This is an optimization exercise on Yosys and OpenROAD, whose aim is small area, not a production implementation. Where RTL was checked, it was by simulation tests only, not by an equivalence proof against the original. Function not checked in run 6: the RTL went through the layout flow alone. Power figures rest on the tool's default switching activity, not on a simulated workload.

===== design/flow/design.v =====
`timescale 1ns / 1ps
module clockrecovery (input  clk,
		      input  reset,
		      input  tos_in,
		      output tos_ce,
		      output tos_data);
   reg [3:0] ctr;
   wire      ctr_reset;
   always @(posedge clk)
     if (ctr_reset)
       ctr <= 4'd0;
     else
       ctr <= ctr + 1'b1;
   reg [2:0] shift_reg;
   reg [1:0] clean_reg;
   always @(posedge clk or posedge reset)
     if (reset) begin
	shift_reg <= 3'b000;
	clean_reg <= 2'b00;
     end else begin
	shift_reg <= { tos_in, shift_reg[2:1] };
	clean_reg <= { (shift_reg[2] & shift_reg[1]) | (shift_reg[2] & shift_reg[0]) |
		       (shift_reg[1] & shift_reg[0]), shift_reg[0] };
     end
   wire at_edge = ~clean_reg[0] & clean_reg[1];
   assign ctr_reset = reset | at_edge;
   reg data;
   reg dce;
   always @(posedge clk or posedge reset)
     if (reset)
       dce <= 1'b0;
     else
       dce <= ctr == 4'd8;
   always @(posedge clk)
     if (ctr == 4'd8)
       data <= clean_reg[0];
   assign tos_ce = dce;
   assign tos_data = data;
endmodule
`timescale 1ns / 1ps
module capture(input 		 clock,
	       input 		 reset,
	       input 		 tos_in,
	       input [31:0] 	 frames,
	       input 		 start,
	       output reg [31:0] frames_remaining,
	       output 		 done,
	       output reg 	 sync,
	       input [2:0] 	 cs_word_sel,
	       output [31:0] 	 cs_word,
	       output 		 cmd_en,
	       output [2:0] 	 cmd_instr,
	       output [5:0] 	 cmd_bl,
	       output [29:0] 	 cmd_byte_addr,
	       output 		 wr_en,
	       output [31:0] 	 wr_data,
	       output [15:0] 	 debug);
   assign done = frames_remaining == 0;
   wire       tos_ce;
   wire       tos_data;
   clockrecovery cdr(clock, reset, tos_in, tos_ce, tos_data);
   reg [7:0] 	syncword;
   always @(posedge clock or posedge reset) begin
      if (reset)
	syncword <= 0;
      else if (tos_ce)
	syncword <= { syncword[6:0], tos_data };
   end
   wire [7:0] sw = syncword[0] ? ~syncword : syncword;
   wire       sw_head = sw[7:4] == 4'b1110;
   wire       tos_bsync = sw_head && sw[3:1] == 3'b100;
   wire       tos_msync = sw_head && sw[3:1] == 3'b001;
   wire       tos_wsync = sw_head && sw[3:1] == 3'b010;
   wire       tos_sync = tos_bsync || tos_msync || tos_wsync;
   reg [31:0] word;
   reg        word_complete;
   wire       prev_bm = syncword[0];
   reg 	      bm_bit;   
   reg [4:0]  bits;     
   wire        decoded_bit = prev_bm ^ tos_data;
   localparam STATE_IDLE          = 2'b00;
   localparam STATE_BEGIN_CAPTURE = 2'b01;
   localparam STATE_WAIT_WORD     = 2'b10;
   localparam STATE_WRITE_WORD    = 2'b11;
   reg [1:0]  state;
   reg [1:0]  next_state;
   always @(posedge clock or posedge reset) begin
      if (reset)
	state <= STATE_IDLE;
      else
	state <= next_state;
   end
   always @(*) begin
      next_state = state;
      case (state)
	STATE_IDLE:
	  if (start)
	    next_state = STATE_BEGIN_CAPTURE;
	STATE_BEGIN_CAPTURE:
	  next_state = STATE_WAIT_WORD;
	STATE_WAIT_WORD:
	  if (done)
	    next_state = STATE_IDLE;
	  else if (word_complete)
	    next_state = STATE_WRITE_WORD;
	STATE_WRITE_WORD:
	  next_state = STATE_WAIT_WORD;
      endcase
   end
   reg [29:2] address;
   always @(posedge clock or posedge reset) begin
      if (reset)
	frames_remaining <= 0;
      else if (next_state == STATE_BEGIN_CAPTURE)
	frames_remaining <= frames;
      else if (next_state == STATE_WRITE_WORD)
	frames_remaining <= frames_remaining - 1;
   end
   always @(posedge clock)
     if (next_state == STATE_BEGIN_CAPTURE)
       address <= 28'hfffffff;
     else if (next_state == STATE_WRITE_WORD)
       address <= address + 1'b1;
   genvar n;
   generate
      for (n = 0; n < 32; n = n + 1) begin : rev
	 assign wr_data[n] = word[31 - n];
      end
   endgenerate
   assign wr_en = state == STATE_WRITE_WORD;
   assign cmd_en = state == STATE_WRITE_WORD;
   assign cmd_instr = 3'b000;
   assign cmd_bl = 6'd0;
   assign cmd_byte_addr = { address, 2'b00 };
   reg [191:0] channel_status;
   reg [191:0] next_channel_status;
   assign debug[0] = word_complete;
   assign debug[1] = word[1];
   assign debug[2] = tos_bsync;
   assign debug[5:3] = cs_word_sel;
   assign debug[15:6] = 0;
   always @(posedge clock) begin
      if (word_complete)
	 next_channel_status <= { next_channel_status[190:0], word[1] };
      if (tos_bsync)
	channel_status <= next_channel_status;
   end
   genvar k;
   generate
      for (k = 0; k < 6; k = k + 1) begin : cs_sel
	 wire [31:0] w = channel_status[191 - 32 * k -: 32] &
			 {32{cs_word_sel == k}};
      end
   endgenerate
   assign cs_word = cs_sel[0].w | cs_sel[1].w | cs_sel[2].w |
		    cs_sel[3].w | cs_sel[4].w | cs_sel[5].w;
   always @(posedge clock or posedge reset) begin
      if (reset) begin
	 sync <= 1'b0;
	 word_complete <= 1'b0;
      end else begin
	 word_complete <= 1'b0;
	 if (tos_ce) begin
	    if (tos_sync)
	      sync <= 1'b1;
	    else if (sync && bm_bit && bits == 5'b11111) begin
	       word_complete <= 1'b1;
	       sync <= 1'b0;
	    end
	 end
      end
   end
   always @(posedge clock) begin
      if (tos_ce) begin
	 if (tos_sync) begin
	    bm_bit <= 1'b1;
	    word[31] <= 1'b0;
	    word[2:0] <= { 1'b0, tos_msync, tos_wsync };
	    bits <= 5'd4;
	 end else if (sync) begin
	    bm_bit <= ~bm_bit;
	    if (bm_bit) begin
	       word <= { word[31] ^ decoded_bit, word[29:0], decoded_bit };
	       bits <= bits + 1'b1;
	    end
	 end
      end
   end
endmodule  
`timescale 1ns / 1ps
module command(input             clock,
	       input 		 reset,
	       output [31:0] 	 capture_frames,
	       output reg 	 capture_start,
	       input [31:0] 	 capture_frames_remaining,
	       input 		 capture_done,
	       input 		 capture_sync,
	       output reg [2:0]  cs_word_sel,
	       input [31:0] 	 cs_word,
	       output reg [31:0] tx,
	       output reg 	 tx_en,
	       input 		 tx_ce,
	       input [31:0] 	 rx,
	       output reg 	 rx_en,
	       input 		 rx_ce,
               output 		 cmd_en,
               output [2:0] 	 cmd_instr,
               output [5:0] 	 cmd_bl,
               output [29:0] 	 cmd_byte_addr,
               output reg 	 wr_en,
               output [31:0] 	 wr_data,
               input 		 wr_full,
               output 		 rd_en,
               input [31:0] 	 rd_data,
               input 		 rd_empty);
   localparam STATE_IDLE             = 4'b0000;
   localparam STATE_CMD              = 4'b0001;
   localparam STATE_ARGS             = 4'b0010;
   localparam STATE_READ             = 4'b0011;
   localparam STATE_READ_BURST       = 4'b0100;
   localparam STATE_READ_BURST_WAIT  = 4'b0101;
   localparam STATE_WRITE            = 4'b0110;
   localparam STATE_WRITE_BURST      = 4'b0111;
   localparam STATE_CAPTURE          = 4'b1000;
   localparam STATE_STATUS           = 4'b1001;
   localparam STATE_STATUS_2         = 4'b1010;
   localparam STATE_STATUS_3         = 4'b1011;
   localparam STATE_CHSTATUS         = 4'b1100;
   localparam STATE_CHSTATUS_2       = 4'b1101;
   localparam STATE_CHSTATUS_3       = 4'b1110;
   wire       rx_small = rx[31:3] == 29'd0;
   wire       is_nop      = rx_small && rx[2:0] == 3'd0;
   wire       is_read     = rx_small && rx[2:0] == 3'd1;
   wire       is_write    = rx_small && rx[2:0] == 3'd2;
   wire       is_capture  = rx_small && rx[2:0] == 3'd3;
   wire       is_status   = rx_small && rx[2:0] == 3'd4;
   wire       is_chstatus = rx_small && rx[2:0] == 3'd5;
   reg [1:0]  kind;
   reg [1:0]  argndx;
   reg [31:0] args0;   
   reg [31:0] args1;   
   reg [3:0]  state;
   reg [3:0]  next_state;
   reg [5:0]  bl;
   reg [5:0]  cnt;
   wire       burst_done = cnt == bl;
   wire       args_done = argndx[1] | (argndx[0] & kind == 2'b11);
   always @(posedge clock or posedge reset) begin
      if (reset)
	state <= STATE_IDLE;
      else
	state <= next_state;
   end
   always @(*) begin
      next_state = state;
      case (state)
	STATE_IDLE:
	  if (rx_ce)
	    next_state = STATE_CMD;
	STATE_CMD:
	  if (is_status)
	    next_state = STATE_STATUS;
	  else if (is_chstatus)
	    next_state = STATE_CHSTATUS;
	  else if (is_read || is_write || is_capture)
	    next_state = STATE_ARGS;
	  else
	    next_state = STATE_IDLE;
	STATE_ARGS:
	  if (args_done) begin
	     case (kind)
	       2'b01:
		 next_state = STATE_READ;
	       2'b10:
		 next_state = STATE_WRITE;
	       default:
		 next_state = STATE_CAPTURE;
	     endcase
	  end
	STATE_READ:
	  next_state = STATE_READ_BURST;
	STATE_READ_BURST:
	  if (tx_en)
	    next_state = STATE_READ_BURST_WAIT;
	STATE_READ_BURST_WAIT:
	  if (burst_done) begin
	     if (args1 == 0)
	       next_state = STATE_IDLE;
	     else
	       next_state = STATE_READ;
	  end else begin
	     next_state = STATE_READ_BURST;
	  end
	STATE_WRITE:
	  next_state = STATE_WRITE_BURST;
	STATE_WRITE_BURST:
	  if (burst_done) begin
	     if (args1 == 0)
	       next_state = STATE_IDLE;
	     else
	       next_state = STATE_WRITE;
	  end
	STATE_STATUS:
	  if (tx_en)
	    next_state = STATE_STATUS_2;
	STATE_STATUS_2:
	  next_state = STATE_STATUS_3;
	STATE_STATUS_3:
	  if (tx_en)
	    next_state = STATE_IDLE;
	STATE_CHSTATUS:
	  next_state = STATE_CHSTATUS_2;
	STATE_CHSTATUS_2:
	  if (tx_en)
	    next_state = STATE_CHSTATUS_3;
	STATE_CHSTATUS_3:
	  if (cs_word_sel == 3'd6)
	    next_state = STATE_IDLE;
	  else
	    next_state = STATE_CHSTATUS_2;
	default:
	  next_state = STATE_IDLE;
      endcase  
   end
   wire       gt32 = (|args1[31:6]) | (args1[5] & (|args1[4:0]));
   wire [5:0] to_do = gt32 ? 6'd32 : args1[5:0];
   wire [31:0] args1_left = gt32 ? { args1[31:5] - 1'b1, args1[4:0] } : 32'd0;
   assign cmd_en = state == STATE_READ ||
		   (state == STATE_WRITE_BURST && burst_done && bl != 6'd63);
   assign cmd_instr = { 2'b00, state == STATE_READ };
   assign cmd_bl = bl;
   assign cmd_byte_addr = { args0[29:2], 2'b00 };
   assign rd_en = state == STATE_READ_BURST && tx_en;
   assign wr_data = rx;
   assign capture_frames = args0;
   wire       advance = state == STATE_READ ||
			(state == STATE_WRITE_BURST && burst_done);
   always @(posedge clock)
     if (advance)
       args0[29:7] <= args0[29:7] + 1'b1;
     else if (next_state == STATE_ARGS && rx_ce && !argndx[0])
       args0 <= rx;
   wire        ld_read = next_state == STATE_READ_BURST && !rd_empty;
   wire        ld_status = next_state == STATE_STATUS;
   wire        ld_frames = next_state == STATE_STATUS_3;
   wire        ld_cs = next_state == STATE_CHSTATUS_2;
   wire        tx_load = tx_ce && (ld_read || ld_status || ld_frames || ld_cs);
   wire [31:0] tx_next = (rd_data & {32{ld_read}}) |
			 (capture_frames_remaining & {32{ld_frames}}) |
			 ({ 30'b0, capture_done, capture_sync } & {32{ld_status}}) |
			 (cs_word & {32{ld_cs}});
   always @(posedge clock) begin
      case (next_state)
	STATE_CMD:
	  begin
	     kind <= { is_write | is_capture, is_read | is_capture };
	     argndx <= 2'd0;
	  end
	STATE_ARGS:
	  if (rx_ce) begin
	     if (argndx[0])
	       args1 <= rx;
	     argndx <= argndx + 1'b1;
	  end
	STATE_READ, STATE_WRITE:
	  begin
	     args1 <= args1_left;
	     bl <= to_do - 1'b1;
	     cnt <= 6'd63;
	  end
	STATE_READ_BURST:
	  if (!rd_empty && tx_ce)
	    cnt <= cnt + 1'b1;
	STATE_WRITE_BURST:
	  if (!wr_full && rx_ce)
	    cnt <= cnt + 1'b1;
      endcase
      if (tx_load)
	tx <= tx_next;
   end
   always @(posedge clock or posedge reset) begin
      if (reset) begin
	 capture_start <= 1'b0;
	 tx_en <= 1'b0;
	 rx_en <= 1'b0;
	 wr_en <= 1'b0;
	 cs_word_sel <= 3'd0;
      end else begin
	 tx_en <= 1'b0;
	 rx_en <= 1'b0;
	 wr_en <= 1'b0;
	 capture_start <= 1'b0;
	 case (next_state)
	   STATE_IDLE:
	     rx_en <= 1'b1;
	   STATE_CMD:
	     rx_en <= is_read | is_write | is_capture;
	   STATE_ARGS:
	     rx_en <= !rx_ce || !(argndx[0] || kind == 2'b11);
	   STATE_READ_BURST:
	     tx_en <= !rd_empty && tx_ce;
	   STATE_WRITE:
	     rx_en <= !wr_full;
	   STATE_WRITE_BURST:
	     begin
		wr_en <= !wr_full && rx_ce;
		rx_en <= !wr_full;
	     end
	   STATE_CAPTURE:
	     capture_start <= capture_done;
	   STATE_STATUS, STATE_STATUS_3:
	     tx_en <= tx_ce;
	   STATE_CHSTATUS:
	     cs_word_sel <= 3'd0;
	   STATE_CHSTATUS_2:
	     if (tx_ce) begin
		tx_en <= 1'b1;
		cs_word_sel <= cs_word_sel + 1'b1;
	     end
	 endcase  
      end
   end
endmodule  
`timescale 1ns / 1ps
module ftdififo(input             clock,
		input 		  reset,
		input [7:0] 	  usb_data_in,
		output [7:0] 	  usb_data_out,
		output 		  usb_data_oe,
		input 		  usb_rxf,
		input 		  usb_txe,
		output 		  usb_rd,
		output 		  usb_wr,
		output 		  usb_siwua,
		input [31:0] 	  tx,
		input 		  tx_en,
		output reg 	  tx_ce,
		output reg [31:0] rx,
		input 		  rx_en,
		output 		  rx_ce);
   assign usb_siwua = 0;
   reg [1:0] 		      tx_bytes;
   reg [1:0] 		      rx_bytes;
   localparam STATE_IDLE    = 4'b0000;
   localparam STATE_READ    = 4'b0001;  
   localparam STATE_READ_1  = 4'b0010;  
   localparam STATE_READ_2  = 4'b0011;  
   localparam STATE_READ_3  = 4'b0100;  
   localparam STATE_READ_4  = 4'b0101;  
   localparam STATE_WRITE   = 4'b1000;  
   localparam STATE_WRITE_1 = 4'b1001;  
   localparam STATE_WRITE_2 = 4'b1010;  
   localparam STATE_WRITE_3 = 4'b1011;  
   reg [3:0] 		      state;
   reg [3:0] 		      next_state;
   reg [1:0] 		      txebuf;
   reg [1:0] 		      rxfbuf;
   always @(posedge clock or posedge reset) begin
      if (reset) begin
	 txebuf <= 2'b11;
	 rxfbuf <= 2'b11;
      end else begin
	 txebuf <= { txebuf[0] | usb_txe, usb_txe };
	 rxfbuf <= { rxfbuf[0] | usb_rxf, usb_rxf };
      end
   end
   wire txe = txebuf[1];
   wire rxf = rxfbuf[1];
   always @(posedge clock or posedge reset) begin
      if (reset)
	state <= STATE_IDLE;
      else
	state <= next_state;
   end
   always @(*) begin
      next_state = state;
      case (state)
	STATE_IDLE:
	  if (rx_en && !rxf)
	    next_state = STATE_READ;
	  else if (!tx_ce && !txe)
	    next_state = STATE_WRITE;
	STATE_READ:
	  next_state = STATE_READ_1;
	STATE_READ_1:
	  next_state = STATE_READ_2;
	STATE_READ_2:
	  next_state = STATE_READ_3;
	STATE_READ_3:
	  next_state = STATE_READ_4;
	STATE_READ_4:
	  next_state = STATE_IDLE;
	STATE_WRITE:
	  next_state = STATE_WRITE_1;
	STATE_WRITE_1:
	  next_state = STATE_WRITE_2;
	STATE_WRITE_2:
	  next_state = STATE_WRITE_3;
	STATE_WRITE_3:
	  next_state = STATE_IDLE;
      endcase  
   end
   assign usb_rd = !(state == STATE_READ || state == STATE_READ_1 ||
		     state == STATE_READ_2);
   assign usb_wr = !(state == STATE_WRITE_1 || state == STATE_WRITE_2 ||
		     state == STATE_WRITE_3);
   assign usb_data_oe = state == STATE_WRITE || state == STATE_WRITE_1;
   assign rx_ce = state == STATE_READ_3 && rx_bytes == 2'd0;
   assign usb_data_out = tx_bytes[1] ? (tx_bytes[0] ? tx[7:0] : tx[15:8])
                                     : (tx_bytes[0] ? tx[23:16] : tx[31:24]);
   always @(posedge clock)
     if (state == STATE_READ_1)
       rx <= { rx[23:0], usb_data_in };
   always @(posedge clock or posedge reset) begin
      if (reset) begin
	 tx_ce <= 1'b1;
	 rx_bytes <= 2'b0;
	 tx_bytes <= 2'b0;
      end else begin
	 if (next_state == STATE_IDLE && tx_ce && tx_en)
	   tx_ce <= 1'b0;
	 if (state == STATE_READ_2)
	   rx_bytes <= rx_bytes + 1'b1;
	 if (state == STATE_WRITE_2) begin
	    if (tx_bytes == 3)
	      tx_ce <= 1'b1;
	    tx_bytes <= tx_bytes + 1'b1;
	 end
      end
   end
endmodule  
`timescale 1ns / 1ps
module toslink_core(
    input 	  clock,
    input 	  reset,
    input 	  tos_in,
    input [7:0]   usb_data_in,
    output [7:0]  usb_data_out,
    output 	  usb_data_oe,
    input 	  usb_rxf,
    input 	  usb_txe,
    output 	  usb_rd,
    output 	  usb_wr,
    output 	  usb_siwua,
    output 	  port0_cmd_en,
    output [2:0]  port0_cmd_instr,
    output [5:0]  port0_cmd_bl,
    output [29:0] port0_cmd_byte_addr,
    output 	  port0_wr_en,
    output [31:0] port0_wr_data,
    input 	  port0_wr_full,
    output 	  port0_rd_en,
    input [31:0]  port0_rd_data,
    input 	  port0_rd_empty,
    output 	  port1_cmd_en,
    output [2:0]  port1_cmd_instr,
    output [5:0]  port1_cmd_bl,
    output [29:0] port1_cmd_byte_addr,
    output 	  port1_wr_en,
    output [31:0] port1_wr_data,
    output 	  done_led,
    output 	  sync_led,
    output [15:0] debug);
   wire [31:0] fifo_tx;
   wire        fifo_tx_en;
   wire        fifo_tx_ce;
   wire [31:0] fifo_rx;
   wire        fifo_rx_en;
   wire        fifo_rx_ce;
   wire [31:0] capture_frames;
   wire [31:0] capture_frames_remaining;
   wire        capture_start;
   wire        capture_done;
   wire        capture_sync;
   wire [2:0]  cs_word_sel;
   wire [31:0] cs_word;
   assign done_led = capture_done;
   assign sync_led = capture_sync;
   command command(.clock(clock),
                   .reset(reset),
		   .capture_frames(capture_frames),
		   .capture_start(capture_start),
		   .capture_done(capture_done),
		   .capture_frames_remaining(capture_frames_remaining),
		   .capture_sync(capture_sync),
		   .cs_word_sel(cs_word_sel),
		   .cs_word(cs_word),
                   .rx(fifo_rx),
                   .rx_en(fifo_rx_en),
                   .rx_ce(fifo_rx_ce),
                   .tx(fifo_tx),
                   .tx_en(fifo_tx_en),
                   .tx_ce(fifo_tx_ce),
                   .cmd_en(port0_cmd_en),
                   .cmd_instr(port0_cmd_instr),
                   .cmd_bl(port0_cmd_bl),
                   .cmd_byte_addr(port0_cmd_byte_addr),
                   .wr_en(port0_wr_en),
                   .wr_data(port0_wr_data),
                   .wr_full(port0_wr_full),
                   .rd_en(port0_rd_en),
                   .rd_data(port0_rd_data),
                   .rd_empty(port0_rd_empty));
   ftdififo fifo(.clock(clock),
                 .reset(reset),
                 .usb_data_in(usb_data_in),
                 .usb_data_out(usb_data_out),
                 .usb_data_oe(usb_data_oe),
                 .usb_rxf(usb_rxf),
                 .usb_txe(usb_txe),
                 .usb_rd(usb_rd),
                 .usb_wr(usb_wr),
                 .usb_siwua(usb_siwua),
                 .tx(fifo_tx),
                 .tx_en(fifo_tx_en),
                 .tx_ce(fifo_tx_ce),
                 .rx(fifo_rx),
                 .rx_en(fifo_rx_en),
                 .rx_ce(fifo_rx_ce));
   capture capture(.clock(clock),
		   .reset(reset),
		   .tos_in(tos_in),
		   .frames(capture_frames),
		   .start(capture_start),
		   .frames_remaining(capture_frames_remaining),
		   .done(capture_done),
		   .sync(capture_sync),
		   .cs_word_sel(cs_word_sel),
		   .cs_word(cs_word),
                   .cmd_en(port1_cmd_en),
                   .cmd_instr(port1_cmd_instr),
                   .cmd_bl(port1_cmd_bl),
                   .cmd_byte_addr(port1_cmd_byte_addr),
                   .wr_en(port1_wr_en),
                   .wr_data(port1_wr_data),
		   .debug(debug));
endmodule

===== design/flow/flow/run.sh =====
#!/bin/bash
# The standard layout, with three changes:
#  - ABC maps the combinational logic for area (dc2, then dch and amap five times) instead of speed; the
#    rest of the synthesis is synth_recipe.tcl's (same flip-flops and names);
#  - buf_1 port buffers;
#  - a clock tree of clkbuf_4 without dummy loads.
# make's output goes to standard.log; each tool's to the ORFS logs.
set -e
here=$PWD
cat > my_synth.tcl <<EOS
proc abc {args} {
  set i [lsearch \$args -script]
  set args [lreplace \$args \$i [expr {\$i+1}] -script $here/flow/abc_area.script]
  yosys abc {*}\$args
}
EOS
cat synth_recipe.tcl >> my_synth.tcl
cat >> config.mk <<'EOC'
export BUFFER_PORTS_ARGS = -buffer_cell sky130_fd_sc_hd__buf_1
export CTS_ARGS = -sink_clustering_enable -repair_clock_nets -dont_use_dummy_load -buf_list sky130_fd_sc_hd__clkbuf_4 -sink_clustering_size 10 -sink_clustering_max_diameter 40
EOC
bash standard.sh SYNTH_SCRIPT=$here/my_synth.tcl finish > standard.log 2>&1

===== design/flow/flow/abc_area.script =====
strash
ifraig
dc2
dch -f
amap
strash
dch -f
amap
strash
dch -f
amap
strash
dch -f
amap
strash
dch -f
amap
topo

===== design/flow/standard.sh =====
#!/bin/bash
# synth_recipe.tcl (not shown) runs the flow's synth.tcl, then flattens the netlist and writes it again
# the make line also repeats each setting of config.mk as NAME=value (left out here)
make -C /OpenROAD-flow-scripts/flow DESIGN_CONFIG=/design/flow/config.mk WORK_HOME=/design/flow/orfs CLKGATE_MAP_FILE= SYNTH_SCRIPT=/design/flow/synth_recipe.tcl "${@:-finish}"

===== design/flow/config.mk =====
export PLATFORM = sky130hd
export DESIGN_NAME = toslink_core
export DESIGN_NICKNAME = toslink_core
export VERILOG_FILES = /design/flow/design.v
export SDC_FILE = /design/flow/constraint.sdc
export NUM_CORES = 4
export LEC_CHECK = 0
export CAP_MARGIN = 5
export CORE_MARGIN = 2
export CORE_UTILIZATION = 65
export SLEW_MARGIN = 5
export BUFFER_PORTS_ARGS = -buffer_cell sky130_fd_sc_hd__buf_1
export CTS_ARGS = -sink_clustering_enable -repair_clock_nets -dont_use_dummy_load -buf_list sky130_fd_sc_hd__clkbuf_4 -sink_clustering_size 10 -sink_clustering_max_diameter 40

===== design/flow/constraint.sdc =====
create_clock -name core_clock -period 10.0 [get_ports {clock}]
set_input_delay 2.0000 -clock core_clock [delete_from_list [all_inputs] [get_ports {clock}]]
set_output_delay 2.0000 -clock core_clock [all_outputs]
set_load 0.01 [all_outputs]

==> results of run 1 <==
-- Yosys cell counts, types with 9 or more instances --
library cell,instances,area [sq um]
o21a_1,12,90.1
nand3_1,26,130
nand2_1,100,375
a22o_1,16,140
o32ai_1,9,78.8
nor4_1,18,113
ha_1,21,263
o221ai_1,19,166
a22oi_1,33,248
and3_1,11,68.8
nand4_1,17,106
or2_0,14,87.6
a21oi_1,109,546
edfxtp_1,567,17000
dfrtp_1,69,1730
buf_4,58,435
a31oi_1,14,87.6
a221oi_1,21,184
nor2b_1,13,81.3
dfxtp_1,32,641
clkinv_1,186,698
o22a_1,10,87.6
a222oi_1,23,230
o21ai_0,113,566
nor3_1,59,295
nor2_1,139,522
o22ai_1,69,432
or3_1,23,144
-- routing by layer --
| metal | track usage (%) | vias up |
|---|---|---|
| met1 | 41.8 | 8051 |
| met2 | 44.6 | 766 |
| met4 | 8.70 | 0 |
| li1 | - | 7523 |
| met3 | 5.25 | 122 |
| met5 | 0 | - |
-- final timing paths --
check,start,to,slack (ps),cells past startpoint
min in group asynchronous,reset,capture.frames_remaining[14]$_DFFE_PP0P_,1480,3
min,capture.cdr.shift_reg[2]$_DFF_PP0_,capture.cdr.shift_reg[1]$_DFF_PP0_,390,0
max,capture.frames_remaining[21]$_DFFE_PP0P_,capture.frames_remaining[29]$_DFFE_PP0P_,4010,13
min reg2reg,capture.cdr.shift_reg[2]$_DFF_PP0_,capture.cdr.shift_reg[1]$_DFF_PP0_,390,0
max reg2reg,capture.frames_remaining[21]$_DFFE_PP0P_,capture.frames_remaining[29]$_DFFE_PP0P_,4010,13
max in group asynchronous,reset,capture.word_complete$_DFF_PP0_,7780,3
-- power by group --
part / leakage (nW) / switching [W] / internal, W / total, W
Clock: 0.400 / 0.000828 / 0.000400 / 0.00123
Combinational: 2.52 / 0.000172 / 0.0000774 / 0.000249
Sequential: 5.28 / 0.0000688 / 0.00307 / 0.00314
Total: 8.20 / 0.00107 / 0.00355 / 0.00462
-- cell type report --
| class | count | area, sq um | area share, % |
|---|---|---|---|
| inverter | 186 | 699 | 2.50 |
| tap | 525 | 657 | 2.35 |
| multi-input combinational | 951 | 5500 | 19.6 |
| timing repair buffer | 220 | 937 | 3.35 |
| clock buffer | 87 | 653 | 2.33 |
| sequential | 673 | 19500 | 69.8 |
| antenna | 3 | 7.51 | 0.0268 |
-- kinds of logic (layout without fill, tap and decap cells) --
group / count (synthesis) / in the layout
flip-flops: 673 / 673
AO/OA/AOI/OAI: 474 / 474
AND/OR/NAND/NOR: 430 / 430
buffers and inverters: 245 / 493
adder cells (fa/ha/maj): 21 / 21
other: 1 / 29
-- per-stage QoR --
step | std cells | hold slack (ps)
2_1_floorplan | 1869 | 348
3_3_place_gp | 2555 | 367
3_5_place_dp | 2555 | 368
4_1_cts | 2642 | 394
5_1_grt | 2645 | 405
6_report | 2645 | 388
-- placed cells by master, fill, tap and decap left out, types with 23 or more instances in the layout --
cell type / n
nand2_1: 100
clkinv_1: 185
conb_1: 26
a22oi_1: 33
nand3_1: 26
or3_1: 23
edfxtp_1: 567
o21ai_0: 111
nor3_1: 58
clkbuf_4: 87
a222oi_1: 23
o22ai_1: 69
nor2_1: 136
dfrtp_1: 68
dfxtp_1: 32
buf_1: 197
a21oi_1: 108
-- worst reg2reg max path, delay by kind of cell (launching register included) --
family	cells	cell delay, ps
simple gates	6	2790
flops	1	410
buf+inv	5	2170
compound gates	2	550
==> impl_metrics.py, run 1 <==
metrics = {
    "status": {
        "status": "timing/DRC/antenna clean",
    },
    "clocking": {
        "cts_tree": "done",
        "cts_root_buf": "clkbuf_4",
        "cts_sinks": 673,
        "path_clk_slew_ps": 90,
        "htreeDepth": 3,
        "clock_latency_ps": 820,
        "postCtsSetupBuffers": 0,
        "cts_made_buffers": 87,
        "cts_resized": 0,
        "ctsHoldBuffers": 0,
        "cts_max_path_buffers": 3,
    },
    "setup_path": {
        "end_kind": "register",
        "crit_path_max_fanout": 25,
        "start_kind": "register",
        "cp.required_ps": 10710,
        "crit_chain": "clkinv_1, nand3_1, or3_1, or3_1, nor4_1, clkinv_1, nand4_1, buf_4, clkinv_1, nor2_1, clkinv_1, a31oi_1, o32a_1",
        "crit_family": "simple AND/OR/NAND/NOR gates",
        "cp_data_arrival_time_ps": 6700,
        "critPathMostFrequentCell": "clkinv_1",
        "crit_buf_inv": 5,
        "slowest_stage": "nor2_1",
        "cpPeakStageDelay_ps": 1100,
        "crit_type": "register to register",
    },
    "detailed_routing": {
        "wl_met3_mm": 5.10,
        "top_layer": "met4",
        "wl_mm": 58.9,
        "wl_met2_mm": 28.0,
        "ant_nets": 0,
        "met1_length_mm": 24.2,
        "viasPerCell": 6.22,
        "drt_iter0_drc": 1963,
        "drtPass1Iterations": 7,
        "drc_errors": 0,
        "route.detailed.wl_per_inst_um": 22.3,
        "via_count": 16500,
    },
    "synthesis": {
        "yosys_warnings": 4,
        "ys_ff_latch": 673,
        "synth_fa_ha_area_share_pct": 1.01,
        "synth.area.mux_share_pct": 0,
        "yosysSeqAreaShare_pct": 75.1,
        "synthXorXnorAreaFrac_pct": 0,
        "synthSimpleGateAreaFrac_pct": 7.67,
        "synth.cell_area_sq_um": 26000,
        "synth_edf_count": 567,
        "synth_compound_area_share_pct": 11.8,
        "async_flop_share_pct": 11.0,
        "synthFlopType": "edfxtp_1",
        "synth_top_family_by_area": "compound AO/OA/AOI/OAI gates",
        "synth_cells": 1844,
        "ys_types": 46,
        "avgSynthCellArea_sq_um": 14.1,
    },
    "sta": {
        "rsz0062_at_grt": "false",
        "max-slew-margin-rel_pct": 21.2,
        "tns_ps": 0,
        "period_share_pct": 59.9,
        "clock-skew-final_ps": 109,
        "slew_violations": 0,
        "fin_ws_ps": 4010,
        "worstMarginPinSlew_ps": 1180,
        "setup_viol": 0,
        "max_freq_mhz": 167,
        "min_period_ps": 5990,
        "hold_viol_final": 0,
    },
    "grt": {
        "antenna_found_initial": 4,
        "track_usage_pct": 28.6,
        "grt_first_pass_wirelength_mm": 89.7,
        "grt_pass1_vias": 15700,
        "overflow": 0,
        "grt_max_degree": 165,
    },
    "floorplanning": {
        "die-height_um": 204,
        "start_util_pct": 65.6,
        "dieArea_sq_um": 41600,
        "rows": 73,
        "ios": 224,
        "die_width_um": 204,
        "core_sq_um": 39600,
    },
    "final_layout": {
        "fillCellCount": 2777,
        "syn2layout_area_growth_pct": 7.63,
        "drive_gt1_share_pct": 6.19,
        "final_util_pct": 70.6,
        "layout.nets": 2187,
        "design_area_sq_um": 28000,
        "largest_registers": "capture.channel_status x192, capture.next_channel_status x192",
    },
    "place": {
        "hpwl_mm": 39.3,
        "gp_congestion": 0.903,
        "io_buffers": 197,
        "place_area_sq_um": 27300,
        "dp_slack_ps": 4240,
    },
    "hold_path": {
        "hold_path.class": "register to register",
    },
    "power": {
        "power_density_nw_per_um2": 165,
        "ir_drop_v": 0.000118,
        "p_leak_nw": 8.20,
        "total_power_w": 0.00462,
    },
    "job": {
        "max-cap-violations": 0,
    },
}
==> inputs of run 2 (changes only) <==
--- a/design/flow/config.mk
+++ b/design/flow/config.mk
@@ -7,6 +7,6 @@
 export LEC_CHECK = 0
-export CAP_MARGIN = 5
+export CAP_MARGIN = 20
 export CORE_MARGIN = 2
 export CORE_UTILIZATION = 65
-export SLEW_MARGIN = 5
+export SLEW_MARGIN = 20
 export BUFFER_PORTS_ARGS = -buffer_cell sky130_fd_sc_hd__buf_1
==> impl_metrics.py, run 2 <==
metrics = {
    "final_layout": {
        "syn2layout_area_growth_pct": 7.64,
        "drive_gt1_share_pct": 6.24,
        "layout_commonest_cell": "edfxtp_1",
        "final_cell_mix": "edfxtp_1 (567), buf_1 (197), clkinv_1 (185)",
        "largest_registers": "capture.channel_status x192, capture.next_channel_status x192",
        "design_area_sq_um": 28000,
        "layout.nets": 2187,
    },
    "floorplanning": {
        "start_util_pct": 65.6,
        "die-height_um": 204,
        "ios": 224,
        "rows": 73,
        "core_sq_um": 39600,
        "die_width_um": 204,
        "dieArea_sq_um": 41600,
    },
    "clocking": {
        "cts_max_path_buffers": 3,
        "cts_sinks": 673,
        "ctsHoldBuffers": 0,
        "path_clk_slew_ps": 100,
        "cts_tree": "done",
        "clock_latency_ps": 810,
        "cts_root_buf": "clkbuf_4",
        "postCtsSetupBuffers": 0,
        "cts_resized": 0,
        "cts_made_buffers": 87,
        "htreeDepth": 3,
    },
    "synthesis": {
        "synth.cell_area_sq_um": 26000,
        "synthMostInstantiatedCell": "edfxtp_1",
        "synth_commonest_cells": "edfxtp_1 (567), clkinv_1 (186), nor2_1 (139), o21ai_0 (113), a21oi_1 (109)",
        "synth_cells": 1844,
        "avgSynthCellArea_sq_um": 14.1,
        "synthFlopType": "edfxtp_1",
        "synthTopCellsByArea": "edfxtp_1 (65%), dfrtp_1 (6.6%), clkinv_1 (2.7%)",
        "synth_top_area_share_pct": 65.5,
        "ys_ff_latch": 673,
        "synth_edf_count": 567,
        "async_flop_share_pct": 11.0,
        "yosys_warnings": 4,
        "synth_top_cell_by_area": "edfxtp_1",
        "yosysSeqAreaShare_pct": 75.1,
        "ys_types": 46,
    },
    "detailed_routing": {
        "wl_mm": 58.9,
        "drc_errors": 0,
        "drtPass1Iterations": 7,
        "viasPerCell": 6.23,
        "route.detailed.wl_per_inst_um": 22.3,
        "drt_iter0_drc": 1967,
        "ant_nets": 0,
        "via_count": 16500,
    },
    "hold_path": {
        "hold_path.class": "register to register",
    },
    "status": {
        "status": "timing/DRC/antenna clean",
    },
    "setup_path": {
        "cpPeakStageDelay_ps": 670,
        "crit_family": "compound AO/OA/AOI/OAI gates",
        "crit_type": "register to register",
        "crit_path_max_fanout": 29,
        "cp.required_ps": 10600,
        "rrSetupSlack_ps": 4180,
        "end_kind": "register",
        "crit_chain": "clkinv_1, o22ai_1, a221o_1, or4_1, a2111oi_0, clkinv_1, nor2_1, nor2_1, a211o_1, nor2_1, nand3_1, o21a_1, nor2_2, buf_4, clkinv_1, nor2_1, clkinv_1, o21ai_0",
        "crit_buf_inv": 5,
        "cp_data_arrival_time_ps": 6410,
        "start_kind": "register",
        "slowest_stage": "a2111oi_0",
    },
    "sta": {
        "rsz0062_at_grt": "false",
        "period_share_pct": 58.2,
        "setup_viol": 0,
        "max-slew-margin-rel_pct": 29.6,
        "tns_ps": 0,
        "max_freq_mhz": 172,
        "hold_viol_final": 0,
        "clock-skew-final_ps": 106,
        "worstMarginPinSlew_ps": 1060,
        "slew_violations": 0,
        "min_period_ps": 5820,
        "hold_slack_ps": 389,
    },
    "job": {
        "max-cap-violations": 0,
    },
    "grt": {
        "grt_pass1_vias": 15700,
        "overflow": 0,
        "track_usage_pct": 28.6,
        "antenna_found_initial": 4,
        "grt_first_pass_wirelength_mm": 89.7,
        "grt_max_degree": 165,
    },
    "power": {
        "p_comb_share_pct": 5.4,
        "pwr-share-clk_pct": 26.6,
        "power_density_nw_per_um2": 165,
        "seqPwrFrac_pct": 68.0,
        "p_leak_nw": 8.20,
        "netSwitchingPower_w": 0.00107,
        "ir_drop_v": 0.000118,
        "p_int_w": 0.00355,
        "switching_share_pct": 23.1,
    },
    "place": {
        "place_area_sq_um": 27300,
        "io_buffers": 197,
        "hpwl_mm": 39.3,
        "gp_congestion": 0.903,
    },
}
run 2: cell counts after synthesis:
No cell type changed its count.
run 2: final timing paths:
check                                                        start                                       end  depth (start not counted)
worst max-delay path                  command.cnt[5]$_SDFFCE_PN1P_               command.args1[10]$_DFFE_PP_                         18
worst min-delay path            capture.cdr.shift_reg[2]$_DFF_PP0_        capture.cdr.shift_reg[1]$_DFF_PP0_                          0
worst max register to register        command.cnt[5]$_SDFFCE_PN1P_               command.args1[10]$_DFFE_PP_                         18
worst min register to register  capture.cdr.shift_reg[2]$_DFF_PP0_        capture.cdr.shift_reg[1]$_DFF_PP0_                          0
max in group asynchronous                                    reset           capture.word_complete$_DFF_PP0_                          3
min in group asynchronous                                    reset  capture.frames_remaining[14]$_DFFE_PP0P_                          3
run 2: logic make-up (layout without fill, tap and decap cells):
| logic type | count (synthesis) | after routing | synth area share, % |
|---|---|---|---|
| AO/OA/AOI/OAI | 474 | 474 | 11.8 |
| adder cells (fa/ha/maj) | 21 | 21 | 1.01 |
| buffers and inverters | 245 | 493 | 4.38 |
| flip-flops | 673 | 673 | 75.1 |
| other | 1 | 29 | 0.0144 |
| AND/OR/NAND/NOR | 430 | 430 | 7.67 |
run 2: metrics by stage:
step	utilization, %	std cells	power [W]	worst slack [ps]
finish	70.6	2645	0.00462	4180
global route	70.6	2645	0.00478	3600
CTS	70.6	2642	0.00464	4130
detailed placement	68.9	2555	0.00345	4240
global placement	68.9	2555	0.00344	4320
floorplan	-	1869	0.00333	398
run 2: routing by layer:
metal	GRT usage, %	vias up	share of wire, %
met1	41.8	8080	41
met5	0	-	0
met4	8.70	0	2.6
li1	-	7519	-
met2	44.6	760	48
met3	5.25	122	8.3
run 2: power by group through the flow:
stage | clock (W) | sequential [W] | combinational [W]
final | 0.00123 | 0.00314 | 0.000249
after global routing | 0.00136 | 0.00315 | 0.000275
after CTS | 0.00126 | 0.00314 | 0.000248
after detailed placement | 0 | 0.00320 | 0.000247
after global placement | 0 | 0.00320 | 0.000241
after floorplan | 0 | 0.00318 | 0.000152
run 2: cell type report:
type | instances | area, sq um
fillers | 2778 | 11700
inverters | 186 | 699
clock buffers | 87 | 653
repair buffers | 220 | 937
flip-flops and latches | 673 | 19500
well taps | 525 | 657
multi-input cells | 951 | 5500
diodes | 3 | 7.51
run 2: worst register-to-register path, cell delays in order, from the launching register on:
cell and delay (ps):
edfxtp_1 410, clkinv_1 80, o22ai_1 80, a221o_1 260, or4_1 400, a2111oi_0 670, clkinv_1 200, nor2_1 230
nor2_1 60, a211o_1 290, nor2_1 340, nand3_1 210, o21a_1 200, nor2_2 70, buf_4 330, clkinv_1 480
nor2_1 300, clkinv_1 630, o21ai_0 410
==> inputs of run 3 (changes only) <==
--- a/design/flow/flow/run.sh
+++ b/design/flow/flow/run.sh
@@ -2,3 +2,3 @@
 # The standard layout, with three changes:
-#  - ABC maps the combinational logic for area (dc2, then dch and amap five times) instead of speed; the
+#  - ABC maps the combinational logic for area (dc2, then dch and amap -m twelve times) instead of speed; the
 #    rest of the synthesis is synth_recipe.tcl's (same flip-flops and names);
==> design/flow/flow/abc_area.script (replaced) <==
strash
ifraig
dc2
dch -f
amap -m
strash
dch -f
amap -m
strash
dch -f
amap -m
strash
dch -f
amap -m
strash
dch -f
amap -m
strash
dch -f
amap -m
strash
dch -f
amap -m
strash
dch -f
amap -m
strash
dch -f
amap -m
strash
dch -f
amap -m
strash
dch -f
amap -m
strash
dch -f
amap -m
topo
--- a/design/flow/config.mk
+++ b/design/flow/config.mk
@@ -9,3 +9,3 @@
 export CORE_MARGIN = 2
-export CORE_UTILIZATION = 65
+export CORE_UTILIZATION = 70
 export SLEW_MARGIN = 20
==> impl_metrics.py, run 3 <==
metrics = {
    "floorplanning": {
        "core_sq_um": 36500,
        "ios": 224,
        "die-height_um": 196,
        "die_width_um": 196,
        "dieArea_sq_um": 38500,
        "rows": 70,
        "start_util_pct": 70.9,
    },
    "synthesis": {
        "avgSynthCellArea_sq_um": 14.3,
        "synthTopCellsByArea": "edfxtp_1 (66%), dfrtp_1 (6.7%), dfxtp_1 (2.5%)",
        "synthSimpleGateAreaFrac_pct": 7.58,
        "ys_types": 50,
        "synthMostInstantiatedCell": "edfxtp_1",
        "synthXorXnorAreaFrac_pct": 0,
        "synthFlopType": "edfxtp_1",
        "ys_ff_latch": 673,
        "synth_top_cell_by_area": "edfxtp_1",
        "async_flop_share_pct": 11.0,
        "yosysSeqAreaShare_pct": 75.4,
        "yosys_warnings": 4,
        "synth.cell_area_sq_um": 25900,
        "synth_compound_area_share_pct": 11.9,
        "synth_cells": 1813,
        "synth.area.mux_share_pct": 0,
        "synth_commonest_cells": "edfxtp_1 (567), clkinv_1 (160), nor2_1 (136), nand2_1 (126), o21ai_0 (108)",
        "synth_top_area_share_pct": 65.8,
        "synth_fa_ha_area_share_pct": 1.02,
        "synth_top_family_by_area": "compound AO/OA/AOI/OAI gates",
        "synth_edf_count": 567,
    },
    "place": {
        "gp_congestion": 0.867,
        "io_buffers": 197,
        "dp_slack_ps": 3290,
        "hpwl_mm": 38.5,
        "place_area_sq_um": 27100,
    },
    "setup_path": {
        "slowest_stage": "clkinv_1",
        "end_kind": "register",
        "crit_buf_inv": 4,
        "crit_type": "register to register",
        "crit_family": "simple AND/OR/NAND/NOR gates",
        "cpPeakStageDelay_ps": 650,
        "critPathMostFrequentCell": "clkinv_1",
        "cp_data_arrival_time_ps": 7090,
        "cp.required_ps": 10560,
        "crit_chain": "or4_1, or2_0, or3_1, or2_0, or3_1, nor3_1, and3_1, nor3_1, a21oi_1, o2111ai_1, clkinv_1, nand3_1, o21a_1, nor2_2, buf_4, clkinv_1, nor2_1, clkinv_1, o21ai_0",
        "crit_path_max_fanout": 32,
        "start_kind": "register",
    },
    "sta": {
        "max_freq_mhz": 153,
        "max-slew-margin-rel_pct": 32.1,
        "setup_viol": 0,
        "slew_violations": 0,
        "clock-skew-final_ps": 82.1,
        "worstMarginPinSlew_ps": 1010,
        "min_period_ps": 6530,
        "fin_ws_ps": 3470,
        "rsz0062_at_grt": "false",
        "period_share_pct": 65.3,
        "tns_ps": 0,
        "hold_viol_final": 0,
    },
    "power": {
        "p_leak_nw": 8.17,
        "pwr-share-clk_pct": 25.8,
        "seqPwrFrac_pct": 68.1,
        "netSwitchingPower_w": 0.00107,
        "switching_share_pct": 23.2,
        "ir_drop_v": 0.000123,
        "p_comb_share_pct": 6.1,
        "p_int_w": 0.00354,
        "power_density_nw_per_um2": 166,
    },
    "final_layout": {
        "fillCellCount": 2255,
        "design_area_sq_um": 27800,
        "syn2layout_area_growth_pct": 7.31,
        "final_util_pct": 76.0,
        "largest_registers": "capture.channel_status x192, capture.next_channel_status x192",
        "layout.nets": 2153,
        "layout_commonest_cell": "edfxtp_1",
        "drive_gt1_share_pct": 6.14,
        "final_cell_mix": "edfxtp_1 (567), buf_1 (197), clkinv_1 (159)",
    },
    "grt": {
        "antenna_found_initial": 1,
        "track_usage_pct": 30.1,
        "overflow": 0,
        "grt_first_pass_wirelength_mm": 87.1,
        "grt_pass1_vias": 15500,
        "grt_max_degree": 88,
    },
    "clocking": {
        "cts_made_buffers": 83,
        "cts_tree": "done",
        "postCtsSetupBuffers": 0,
        "ctsHoldBuffers": 0,
        "clock_latency_ps": 800,
        "cts_root_buf": "clkbuf_4",
        "htreeDepth": 3,
        "cts_sinks": 673,
        "cts_max_path_buffers": 3,
        "cts_resized": 0,
        "path_clk_slew_ps": 90,
    },
    "detailed_routing": {
        "wl_mm": 57.4,
        "ant_nets": 0,
        "viasPerCell": 6.38,
        "via_count": 16300,
        "route.detailed.wl_per_inst_um": 22.5,
        "drtPass1Iterations": 7,
        "drc_errors": 0,
        "drt_iter0_drc": 1683,
    },
    "hold_path": {
        "hold_path.class": "register to register",
    },
    "job": {
        "max-cap-violations": 0,
    },
    "status": {
        "status": "timing/DRC/antenna clean",
    },
}
-- run 3: cell count changes after synthesis, moves of 6 or more --
cell      delta
a21oi_1      -8
a221o_1     +10
clkinv_1    -26
nand2_1     +26
nor3_1      -12
o221ai_1     +8
o22ai_1     -14
o32ai_1      -6
or3_1       -12
-- run 3: logic make-up (layout without fill, tap and decap cells) --
logic type / after synthesis / in the layout
AND/OR/NAND/NOR: 432 / 432
flip-flops: 673 / 673
adder cells (fa/ha/maj): 21 / 21
AO/OA/AOI/OAI: 467 / 467
other: 1 / 27
buffers and inverters: 219 / 464
-- run 3: worst paths after layout --
| kind | from | endpoint | slack (ps) | cells past startpoint |
|---|---|---|---|---|
| worst min-delay path | capture.cdr.shift_reg[2]$_DFF_PP0_ | capture.cdr.shift_reg[1]$_DFF_PP0_ | 390 | 0 |
| worst max register to register | command.args1[20]$_DFFE_PP_ | command.args1[20]$_DFFE_PP_ | 3470 | 19 |
| worst min register to register | capture.cdr.shift_reg[2]$_DFF_PP0_ | capture.cdr.shift_reg[1]$_DFF_PP0_ | 390 | 0 |
| max in group asynchronous | reset | command.rx_en$_DFF_PP0_ | 7810 | 3 |
| worst max-delay path | command.args1[20]$_DFFE_PP_ | command.args1[20]$_DFFE_PP_ | 3470 | 19 |
| min in group asynchronous | reset | capture.cdr.shift_reg[2]$_DFF_PP0_ | 1030 | 2 |
-- run 3: final cells by class --
cell class / count / area (sq um) / share of cell area [%]
clock buffer: 83 / 623 / 2.24
tap: 468 / 586 / 2.11
antenna: 1 / 2.50 / 0.00901
inverter: 160 / 601 / 2.16
multi-input combinational: 946 / 5490 / 19.8
sequential: 673 / 19500 / 70.3
timing repair buffer: 221 / 943 / 3.40
-- run 3: stage by stage --
| stage | cells | hold slack [ps] | power [W] |
|---|---|---|---|
| detailed placement | 2467 | 370 | 0.00347 |
| finish | 2552 | 390 | 0.00461 |
| CTS | 2550 | 392 | 0.00463 |
| global route | 2552 | 398 | 0.00477 |
| global placement | 2467 | 360 | 0.00346 |
| floorplan | 1838 | 348 | 0.00335 |
-- run 3: per-layer routing --
metal	routed length, um	GRT usage, %	share of wire, %	vias up
met5	0	0	0	-
met4	1220	8.78	2.1	0
met3	5410	6.36	9.4	89
met2	27100	47.1	47	786
met1	23700	43.8	41	7956
li1	-	-	-	7444
-- run 3: power by group through the flow --
stage	clock network, W	logic (W)	registers (W)
2_1_floorplan	0	0.000162	0.00319
4_1_cts	0.00122	0.000273	0.00314
6_report	0.00119	0.000280	0.00314
3_5_place_dp	0	0.000272	0.00320
5_1_grt	0.00131	0.000304	0.00315
3_3_place_gp	0	0.000264	0.00320
==> inputs of run 4 (changes only) <==
--- a/design/flow/config.mk
+++ b/design/flow/config.mk
@@ -9,3 +9,3 @@
 export CORE_MARGIN = 2
-export CORE_UTILIZATION = 70
+export CORE_UTILIZATION = 65
 export SLEW_MARGIN = 20
==> impl_metrics.py, run 4 <==
metrics = {
    "final_layout": {
        "layout_commonest_cell": "edfxtp_1",
        "fillCellCount": 2780,
        "syn2layout_area_growth_pct": 7.63,
        "layout.nets": 2157,
        "drive_gt1_share_pct": 6.42,
        "final_util_pct": 70.4,
        "largest_registers": "capture.channel_status x192, capture.next_channel_status x192",
        "final_cell_mix": "edfxtp_1 (567), buf_1 (197), clkinv_1 (158)",
    },
    "sta": {
        "max-slew-margin-rel_pct": 26.8,
        "min_period_ps": 6530,
        "max_freq_mhz": 153,
        "period_share_pct": 65.3,
        "setup_viol": 0,
        "rsz0062_at_grt": "false",
        "clock-skew-final_ps": 89.4,
        "fin_ws_ps": 3470,
        "hold_viol_final": 0,
        "slew_violations": 0,
        "tns_ps": 0,
        "worstMarginPinSlew_ps": 1100,
    },
    "setup_path": {
        "rr_endpoint": "command.args1[20]$_DFFE_PP_",
        "startpoint": "command.args1[20]$_DFFE_PP_",
        "start_kind": "register",
        "end_kind": "register",
        "crit_type": "register to register",
        "crit_path_max_fanout": 32,
        "cp_data_arrival_time_ps": 7120,
        "cp.required_ps": 10590,
        "r2r_cells": 19,
        "rrSetupSlack_ps": 3470,
        "r2r_start": "command.args1[20]$_DFFE_PP_",
    },
    "place": {
        "io_buffers": 197,
        "hpwl_mm": 38.8,
        "gp_congestion": 0.886,
        "dp_slack_ps": 3600,
    },
    "detailed_routing": {
        "ant_nets": 0,
        "wl_mm": 58.6,
        "drtPass1Iterations": 6,
        "via_count": 16200,
        "route.detailed.wl_per_inst_um": 22.4,
        "viasPerCell": 6.18,
        "drt_iter0_drc": 1824,
        "drc_errors": 0,
    },
    "clocking": {
        "cts_made_buffers": 86,
        "cts_sinks": 673,
        "ctsHoldBuffers": 0,
        "path_clk_slew_ps": 100,
        "cts_max_path_buffers": 3,
        "cts_resized": 0,
        "htreeDepth": 3,
        "clock_latency_ps": 820,
        "cts_root_buf": "clkbuf_4",
        "postCtsSetupBuffers": 0,
        "cts_tree": "done",
    },
    "job": {
        "max-cap-violations": 0,
    },
    "floorplanning": {
        "dieArea_sq_um": 41400,
        "start_util_pct": 65.4,
        "die-height_um": 204,
        "core_sq_um": 39500,
        "ios": 224,
        "die_width_um": 204,
        "rows": 73,
    },
    "synthesis": {
        "synthFlopType": "edfxtp_1",
        "synth_commonest_cells": "edfxtp_1 (567), clkinv_1 (160), nor2_1 (136), nand2_1 (126), o21ai_0 (108)",
        "avgSynthCellArea_sq_um": 14.3,
        "yosys_warnings": 4,
        "synth_edf_count": 567,
        "ys_types": 50,
        "synth_top_cell_by_area": "edfxtp_1",
        "ys_ff_latch": 673,
        "yosysSeqAreaShare_pct": 75.4,
        "synth.cell_area_sq_um": 25900,
        "synth_top_area_share_pct": 65.8,
        "async_flop_share_pct": 11.0,
        "synthTopCellsByArea": "edfxtp_1 (66%), dfrtp_1 (6.7%), dfxtp_1 (2.5%)",
        "synth_cells": 1813,
        "synthMostInstantiatedCell": "edfxtp_1",
    },
    "hold_path": {
        "hold_depth": 0,
        "hold_path.class": "register to register",
        "hp-start": "capture.cdr.shift_reg[0]$_DFF_PP0_",
        "min_to": "capture.cdr.clean_reg[0]$_DFF_PP0_",
    },
    "status": {
        "status": "timing/DRC/antenna clean",
    },
    "grt": {
        "grt_max_degree": 80,
        "track_usage_pct": 28.5,
        "grt_pass1_vias": 15300,
        "antenna_found_initial": 1,
        "grt_first_pass_wirelength_mm": 88.1,
        "overflow": 0,
    },
    "power": {
        "ir_drop_v": 0.000113,
        "p_leak_nw": 8.19,
        "total_power_w": 0.00465,
        "power_density_nw_per_um2": 167,
    },
}
## run 4: where the power goes
group	total, W	switching, W	internal, W
sequential	0.00314	0.0000727	0.00307
combinational	0.000274	0.000188	0.0000857
clock	0.00123	0.000837	0.000396
total	0.00465	0.00110	0.00355
## run 4: cell families (layout without fill, tap and decap cells)
family                     after synthesis  after routing  share of synthesized area, %
AOI/OAI and AO/OA                      467            467                          11.9
buffers and inverters                  219            468                          4.02
other                                    1             27                        0.0145
DFF                                    673            673                          75.4
adders and majority gates               21             21                          1.02
and+or+nand+nor                        432            432                          7.58
## run 4: stage by stage
stage,std cells,area (sq um),hold slack [ps]
after floorplan,1838,26000,348
after global placement,2525,27200,359
after detailed placement,2525,27200,377
after CTS,2611,27800,392
after global routing,2613,27900,407
final,2613,27900,392
## run 4: worst max path at each step
stage / slack, ps / to / cells after the start
finish: 3470 / command.args1[20]$_DFFE_PP_ / 19
global route: 2990 / command.args1[31]$_DFFE_PP_ / 19
CTS: 3580 / command.args1[20]$_DFFE_PP_ / 17
detailed placement: 3600 / command.args1[6]$_DFFE_PP_ / 17
global placement: 3370 / command.args1[6]$_DFFE_PP_ / 17
floorplan: 430 / debug[2] / 5
## run 4: routing by layer
| layer | vias up | part of all wire (%) | track usage, % |
|---|---|---|---|
| li1 | 7448 | - | - |
| met1 | 7866 | 42 | 41.6 |
| met2 | 729 | 47 | 43.7 |
| met3 | 114 | 9.1 | 6.07 |
| met4 | 0 | 2.7 | 9.62 |
| met5 | - | 0 | 0 |
## run 4: worst max-delay path, stage by stage, from the launching register on
cell and delay [ps]:
edfxtp_1 470, or4_1 560, or2_0 250, or3_1 370
or2_0 240, or3_1 410, nor3_1 480, and3_1 280
nor3_1 90, a21oi_1 120, o2111ai_1 310, clkinv_1 220
nand3_1 170, o21a_1 200, nor2_2 70, buf_4 350
clkinv_1 460, nor2_1 280, clkinv_1 620, o21ai_0 390
## run 4: layout make-up
cell class | count | area, sq um | area share, %
Sequential cell | 673 | 19500 | 70.1
Multi-Input combinational cell | 946 | 5490 | 19.7
Timing Repair Buffer | 222 | 935 | 3.36
Tap cell | 525 | 657 | 2.36
Clock buffer | 86 | 646 | 2.32
Inverter | 160 | 602 | 2.16
Antenna cell | 1 | 2.50 | 0.00898
==> inputs of run 5 (changes only) <==
--- a/design/flow/design.v
+++ b/design/flow/design.v
@@ -239,3 +239,3 @@
    reg [1:0]  argndx;
-   reg [31:0] args0;   
+   reg [29:2] args0;   
    reg [31:0] args1;   
@@ -334,3 +334,3 @@
    assign wr_data = rx;
-   assign capture_frames = args0;
+   assign capture_frames = rx;
    wire       advance = state == STATE_READ ||
@@ -341,3 +341,3 @@
      else if (next_state == STATE_ARGS && rx_ce && !argndx[0])
-       args0 <= rx;
+       args0 <= rx[29:2];
    wire        ld_read = next_state == STATE_READ_BURST && !rd_empty;
==> impl_metrics.py, run 5 <==
metrics = {
    "sta": {
        "slew_violations": 0,
        "max_freq_mhz": 132,
        "tns_ps": 0,
        "hold_viol_final": 0,
        "clock-skew-final_ps": 81.5,
        "max-slew-margin-rel_pct": 27.3,
        "rsz0062_at_grt": "false",
        "min_period_ps": 7580,
        "worstMarginPinSlew_ps": 1090,
        "setup_viol": 0,
        "period_share_pct": 75.8,
    },
    "detailed_routing": {
        "ant_nets": 0,
        "wl_mm": 57.7,
        "route.detailed.wl_per_inst_um": 22.0,
        "drc_errors": 0,
        "drt_iter0_drc": 1510,
        "viasPerCell": 6.16,
        "via_count": 16200,
        "drtPass1Iterations": 6,
    },
    "clocking": {
        "path_clk_slew_ps": 110,
        "cts_resized": 0,
        "cts_max_path_buffers": 3,
        "postCtsSetupBuffers": 0,
        "cts_made_buffers": 86,
        "ctsHoldBuffers": 0,
        "cts_root_buf": "clkbuf_4",
        "htreeDepth": 3,
        "clock_latency_ps": 810,
        "cts_sinks": 669,
        "cts_tree": "done",
    },
    "synthesis": {
        "synth_commonest_cells": "edfxtp_1 (563), clkinv_1 (169), nor2_1 (165), a21oi_1 (112), o21ai_0 (110)",
        "ys_types": 49,
        "synthFlopType": "edfxtp_1",
        "async_flop_share_pct": 11.1,
        "synthMostInstantiatedCell": "edfxtp_1",
        "yosys_warnings": 4,
        "synthTopCellsByArea": "edfxtp_1 (66%), dfrtp_1 (6.7%), dfxtp_1 (2.5%)",
        "avgSynthCellArea_sq_um": 14.2,
        "ys_ff_latch": 669,
        "yosysSeqAreaShare_pct": 75.6,
        "synth_edf_count": 563,
        "synth_top_cell_by_area": "edfxtp_1",
        "synth_cells": 1807,
        "synth_top_area_share_pct": 65.9,
        "synth.cell_area_sq_um": 25700,
    },
    "setup_path": {
        "cp.required_ps": 10210,
        "crit_buf_inv": 4,
        "crit_type": "register to register",
        "critPathMostFrequentCell": "clkinv_1",
        "crit_family": "simple AND/OR/NAND/NOR gates",
        "slowest_stage": "clkinv_1",
        "crit_path_max_fanout": 33,
        "crit_chain": "clkinv_1, nand2_1, or4_1, or3_1, or3_1, nand3b_1, nor4_1, and3_1, o21ai_0, a211oi_1, clkinv_1, nand2_1, nor2_1, a32oi_1, clkinv_1, o21ai_0, clkinv_1",
        "cpPeakStageDelay_ps": 1060,
        "cp_data_arrival_time_ps": 7790,
        "start_kind": "register",
        "end_kind": "register",
    },
    "hold_path": {
        "hold_path.class": "register to register",
    },
    "floorplanning": {
        "ios": 224,
        "dieArea_sq_um": 41100,
        "die-height_um": 203,
        "die_width_um": 203,
        "rows": 72,
        "core_sq_um": 38800,
        "start_util_pct": 66.1,
    },
    "place": {
        "hpwl_mm": 38.6,
        "dp_cells": 2537,
        "io_buffers": 197,
        "gp_congestion": 0.918,
        "place_area_sq_um": 27200,
    },
    "final_layout": {
        "design_area_sq_um": 27800,
        "syn2layout_area_growth_pct": 8.41,
        "fillCellCount": 2643,
        "layout.cells.non_filler": 2624,
        "final_cell_mix": "edfxtp_1 (563), buf_1 (197), clkinv_1 (168)",
        "drive_gt1_share_pct": 6.08,
        "largest_registers": "capture.channel_status x192, capture.next_channel_status x192",
        "layout.nets": 2175,
        "layout_commonest_cell": "edfxtp_1",
    },
    "grt": {
        "grt_first_pass_wirelength_mm": 87.4,
        "overflow": 0,
        "grt_max_degree": 186,
        "track_usage_pct": 28.4,
        "grt_pass1_vias": 15400,
        "antenna_found_initial": 2,
    },
    "power": {
        "netSwitchingPower_w": 0.00113,
        "ir_drop_v": 0.000141,
        "switching_share_pct": 24.2,
        "p_int_w": 0.00355,
        "p_comb_share_pct": 6.5,
        "seqPwrFrac_pct": 67.3,
        "power_density_nw_per_um2": 168,
        "p_leak_nw": 8.17,
        "pwr-share-clk_pct": 26.2,
    },
    "status": {
        "status": "timing/DRC/antenna clean",
    },
    "job": {
        "max-cap-violations": 0,
    },
}
run 5: changes by cell type after synthesis, moves of 7 or more:
cell / before / now
a21oi_1: 101 / 112
a221oi_1: 17 / 26
a222oi_1: 18 / 9
a22o_1: 15 / 24
buf_4: 58 / 30
clkinv_1: 160 / 169
nand2_1: 126 / 100
nor2_1: 136 / 165
o221ai_1: 27 / 19
o22ai_1: 55 / 48
o32ai_1: 3 / 12
run 5: power groups by stage:
stage	combinational (W)	clock [W]	sequential, W
after detailed placement	0.000302	0	0.00321
final	0.000304	0.00122	0.00315
after global placement	0.000295	0	0.00321
after global routing	0.000330	0.00135	0.00315
after CTS	0.000303	0.00125	0.00314
after floorplan	0.000167	0	0.00319
run 5: worst register-to-register path, stage by stage, from the launching register on:
cell and delay [ps]:
edfxtp_1 430, clkinv_1 90, nand2_1 90, or4_1 530
or3_1 340, or3_1 330, nand3b_1 220, nor4_1 420
and3_1 300, o21ai_0 120, a211oi_1 480, clkinv_1 240
nand2_1 170, nor2_1 70, a32oi_1 660, clkinv_1 1060
o21ai_0 600, clkinv_1 840
run 5: per-stage QoR:
stage	hold WS, ps	util [%]	total power, W	worst slack (ps)
3_3_place_gp	359	69.9	0.00350	2930
6_report	378	71.6	0.00468	2420
4_1_cts	385	71.6	0.00470	2530
3_5_place_dp	371	69.9	0.00351	2610
5_1_grt	403	71.6	0.00483	1670
2_1_floorplan	348	-	0.00336	420
run 5: final timing paths:
check	slack, ps	startpoint	to	depth (start not counted)
worst max-delay path	2420	command.args1[11]$_DFFE_PP_	command.args1[21]$_DFFE_PP_	17
worst min-delay path	380	capture.cdr.shift_reg[2]$_DFF_PP0_	capture.cdr.shift_reg[1]$_DFF_PP0_	0
worst max register to register	2420	command.args1[11]$_DFFE_PP_	command.args1[21]$_DFFE_PP_	17
worst min register to register	380	capture.cdr.shift_reg[2]$_DFF_PP0_	capture.cdr.shift_reg[1]$_DFF_PP0_	0
max in group asynchronous	7790	reset	fifo.state[2]$_DFF_PP0_	3
min in group asynchronous	1440	reset	capture.word_complete$_DFF_PP0_	3
run 5: kinds of logic (layout without fill, tap and decap cells):
logic type	after synthesis	in the layout	synth area share, %
adders and majority gates	21	21	1.02
DFF	669	669	75.6
other	1	27	0.0146
buffers and inverters	200	473	3.37
and+or+nand+nor	446	446	7.95
AOI/OAI and AO/OA	468	468	11.9
xor gates and xnor gates	2	2	0.0683
run 5: area by class of cell:
| class | count | area, sq um | area share, % |
|---|---|---|---|
| multi-input combinational | 963 | 5560 | 20.0 |
| timing repair buffer | 218 | 910 | 3.27 |
| antenna | 1 | 2.50 | 0.00900 |
| sequential | 669 | 19400 | 69.8 |
| tap | 518 | 648 | 2.33 |
| inverter | 169 | 636 | 2.29 |
| clock buffer | 86 | 646 | 2.32 |
run 5: per-layer routing:
| metal | vias to the layer above | track usage, % | wire length (um) |
|---|---|---|---|
| met2 | 744 | 43.3 | 26500 |
| met1 | 7861 | 41.1 | 24500 |
| met5 | - | 0 | 13 |
| met4 | 2 | 11.1 | 1790 |
| li1 | 7453 | - | - |
| met3 | 114 | 5.62 | 4910 |
==> inputs of run 6 (changes only) <==
--- a/design/flow/design.v
+++ b/design/flow/design.v
@@ -74,3 +74,5 @@
    wire       tos_sync = tos_bsync || tos_msync || tos_wsync;
-   reg [31:0] word;
+   reg [29:0] word_lo;
+   reg 	      parity;
+   wire [31:0] word = { parity, 1'b0, word_lo };
    reg        word_complete;
@@ -176,4 +178,4 @@
 	    bm_bit <= 1'b1;
-	    word[31] <= 1'b0;
-	    word[2:0] <= { 1'b0, tos_msync, tos_wsync };
+	    parity <= 1'b0;
+	    word_lo[1:0] <= { tos_msync, tos_wsync };
 	    bits <= 5'd4;
@@ -182,3 +184,4 @@
 	    if (bm_bit) begin
-	       word <= { word[31] ^ decoded_bit, word[29:0], decoded_bit };
+	       parity <= parity ^ decoded_bit;
+	       word_lo <= { word_lo[28:0], decoded_bit };
 	       bits <= bits + 1'b1;
==> impl_metrics.py, run 6 <==
metrics = {
    "status": {
        "status": "timing/DRC/antenna clean",
    },
    "detailed_routing": {
        "ant_nets": 0,
        "drt_iter0_drc": 1461,
        "wl_met2_mm": 27.6,
    },
    "power": {
        "ir_drop_v": 0.000135,
        "power_density_nw_per_um2": 169,
        "switching_share_pct": 24.1,
    },
    "clocking": {
        "cts_sinks": 668,
        "cts_tree": "done",
        "ctsHoldBuffers": 0,
        "path_clk_slew_ps": 100,
        "cts_made_buffers": 86,
        "cts_root_buf": "clkbuf_4",
        "clock_latency_ps": 840,
        "postCtsSetupBuffers": 0,
    },
    "sta": {
        "min_period_ps": 6880,
        "slew_violations": 0,
        "setup_viol": 0,
        "max-slew-margin-rel_pct": 23.1,
        "max_freq_mhz": 145,
        "period_share_pct": 68.8,
        "worstMarginPinSlew_ps": 1150,
        "clock-skew-final_ps": 118,
    },
    "grt": {
        "grt_first_pass_wirelength_mm": 86.2,
        "overflow": 0,
        "grt_pass1_vias": 15600,
        "grt_max_degree": 80,
    },
    "synthesis": {
        "synth_top_area_share_pct": 65.8,
        "synthFlopType": "edfxtp_1",
        "synth_top_cell_by_area": "edfxtp_1",
        "synth_cells": 1819,
        "ys_ff_latch": 668,
        "synth_edf_count": 562,
        "yosysSeqAreaShare_pct": 75.5,
        "synthTopCellsByArea": "edfxtp_1 (66%), dfrtp_1 (6.7%), clkinv_1 (2.8%)",
    },
    "place": {
        "gp_congestion": 0.864,
    },
    "setup_path": {
        "start_kind": "register",
        "r2r_cells": 20,
        "startpoint": "command.args1[8]$_DFFE_PP_",
        "cp.required_ps": 10200,
        "crit_path_max_fanout": 27,
        "end_kind": "register",
        "crit_type": "register to register",
        "cp_data_arrival_time_ps": 7080,
    },
    "floorplanning": {
        "dieArea_sq_um": 41100,
        "core_sq_um": 38800,
        "start_util_pct": 66.1,
    },
    "final_layout": {
        "layout.nets": 2191,
        "final_util_pct": 71.7,
    },
}
## run 6: changes by cell type after synthesis, moves of 11 or more
| cell | delta |
|---|---|
| a21oi_1 | -14 |
| a221oi_1 | -15 |
| a222oi_1 | +14 |
| clkinv_1 | +22 |
| nand2_1 | +13 |
| nor2_1 | -11 |
## run 6: worst max-delay path: stages (launching register included)
cell	delay [ps]
edfxtp_1	440
clkinv_1	90
nand3_1	80
or3_1	390
or2_0	260
nor2_1	150
clkinv_1	100
nor2_1	150
clkinv_1	160
nor2_1	230
nand2_1	80
nor2_1	230
a21oi_1	130
nor4_1	630
clkinv_1	250
nand2_1	180
nor2_1	70
o22ai_1	690
clkinv_1	710
o21ai_0	420
clkinv_1	810
## run 6: how the worst min path moves through the flow
stage,start,endpoint,slack [ps],depth (start not counted)
3_3_place_gp,capture.cdr.shift_reg[2]$_DFF_PP0_,capture.cdr.shift_reg[1]$_DFF_PP0_,360,0
6_report,capture.cdr.shift_reg[2]$_DFF_PP0_,capture.cdr.shift_reg[1]$_DFF_PP0_,390,0
3_5_place_dp,capture.cdr.shift_reg[2]$_DFF_PP0_,capture.cdr.shift_reg[1]$_DFF_PP0_,370,0
4_1_cts,capture.cdr.shift_reg[2]$_DFF_PP0_,capture.cdr.shift_reg[1]$_DFF_PP0_,390,0
5_1_grt,capture.cdr.shift_reg[2]$_DFF_PP0_,capture.cdr.shift_reg[1]$_DFF_PP0_,410,0
2_1_floorplan,capture.cdr.shift_reg[2]$_DFF_PP0_,capture.cdr.shift_reg[1]$_DFF_PP0_,350,0
## run 6: metal layers
metal  track usage [%]  up-vias
li1                  -     7520
met3              4.09       90
met1              38.6     7938
met5                 0        -
met4              10.5        0
met2              45.2      655
## run 6: cell families after synthesis
family                     after synthesis  share of synthesized area, %
AOI/OAI and AO/OA                      458                          11.8
adders and majority gates               21                          1.02
buffers and inverters                  224                          3.74
DFF                                    668                          75.5
other                                    1                        0.0146
and+or+nand+nor                        447                          7.92
## run 6: power by group through the flow
stage,logic (W),clock network [W],registers [W]
6_report,0.000338,0.00121,0.00317
5_1_grt,0.000370,0.00133,0.00318
4_1_cts,0.000334,0.00123,0.00316
3_5_place_dp,0.000334,0,0.00323
3_3_place_gp,0.000323,0,0.00322
2_1_floorplan,0.000199,0,0.00321
## run 6: metrics by stage
| step | std cells | hold slack (ps) | setup WS [ps] | total power, W | area [sq um] |
|---|---|---|---|---|---|
| 3_3_place_gp | 2552 | 358 | 2930 | 0.00355 | 27200 |
| 4_1_cts | 2638 | 394 | 2570 | 0.00473 | 27800 |
| 2_1_floorplan | 1845 | 348 | 422 | 0.00341 | 25800 |
| 3_5_place_dp | 2552 | 369 | 2640 | 0.00356 | 27200 |
| 6_report | 2641 | 388 | 3120 | 0.00471 | 27900 |
| 5_1_grt | 2640 | 411 | 2450 | 0.00488 | 27900 |
## run 6: area by class of cell
class / count / area [sq um]
Timing Repair Buffer: 223 / 958
Multi-Input combinational cell: 953 / 5500
Sequential cell: 668 / 19400
Clock buffer: 86 / 646
Tap cell: 518 / 648
Inverter: 191 / 718
Fill cell: 2675 / 11000
Antenna cell: 2 / 5.00
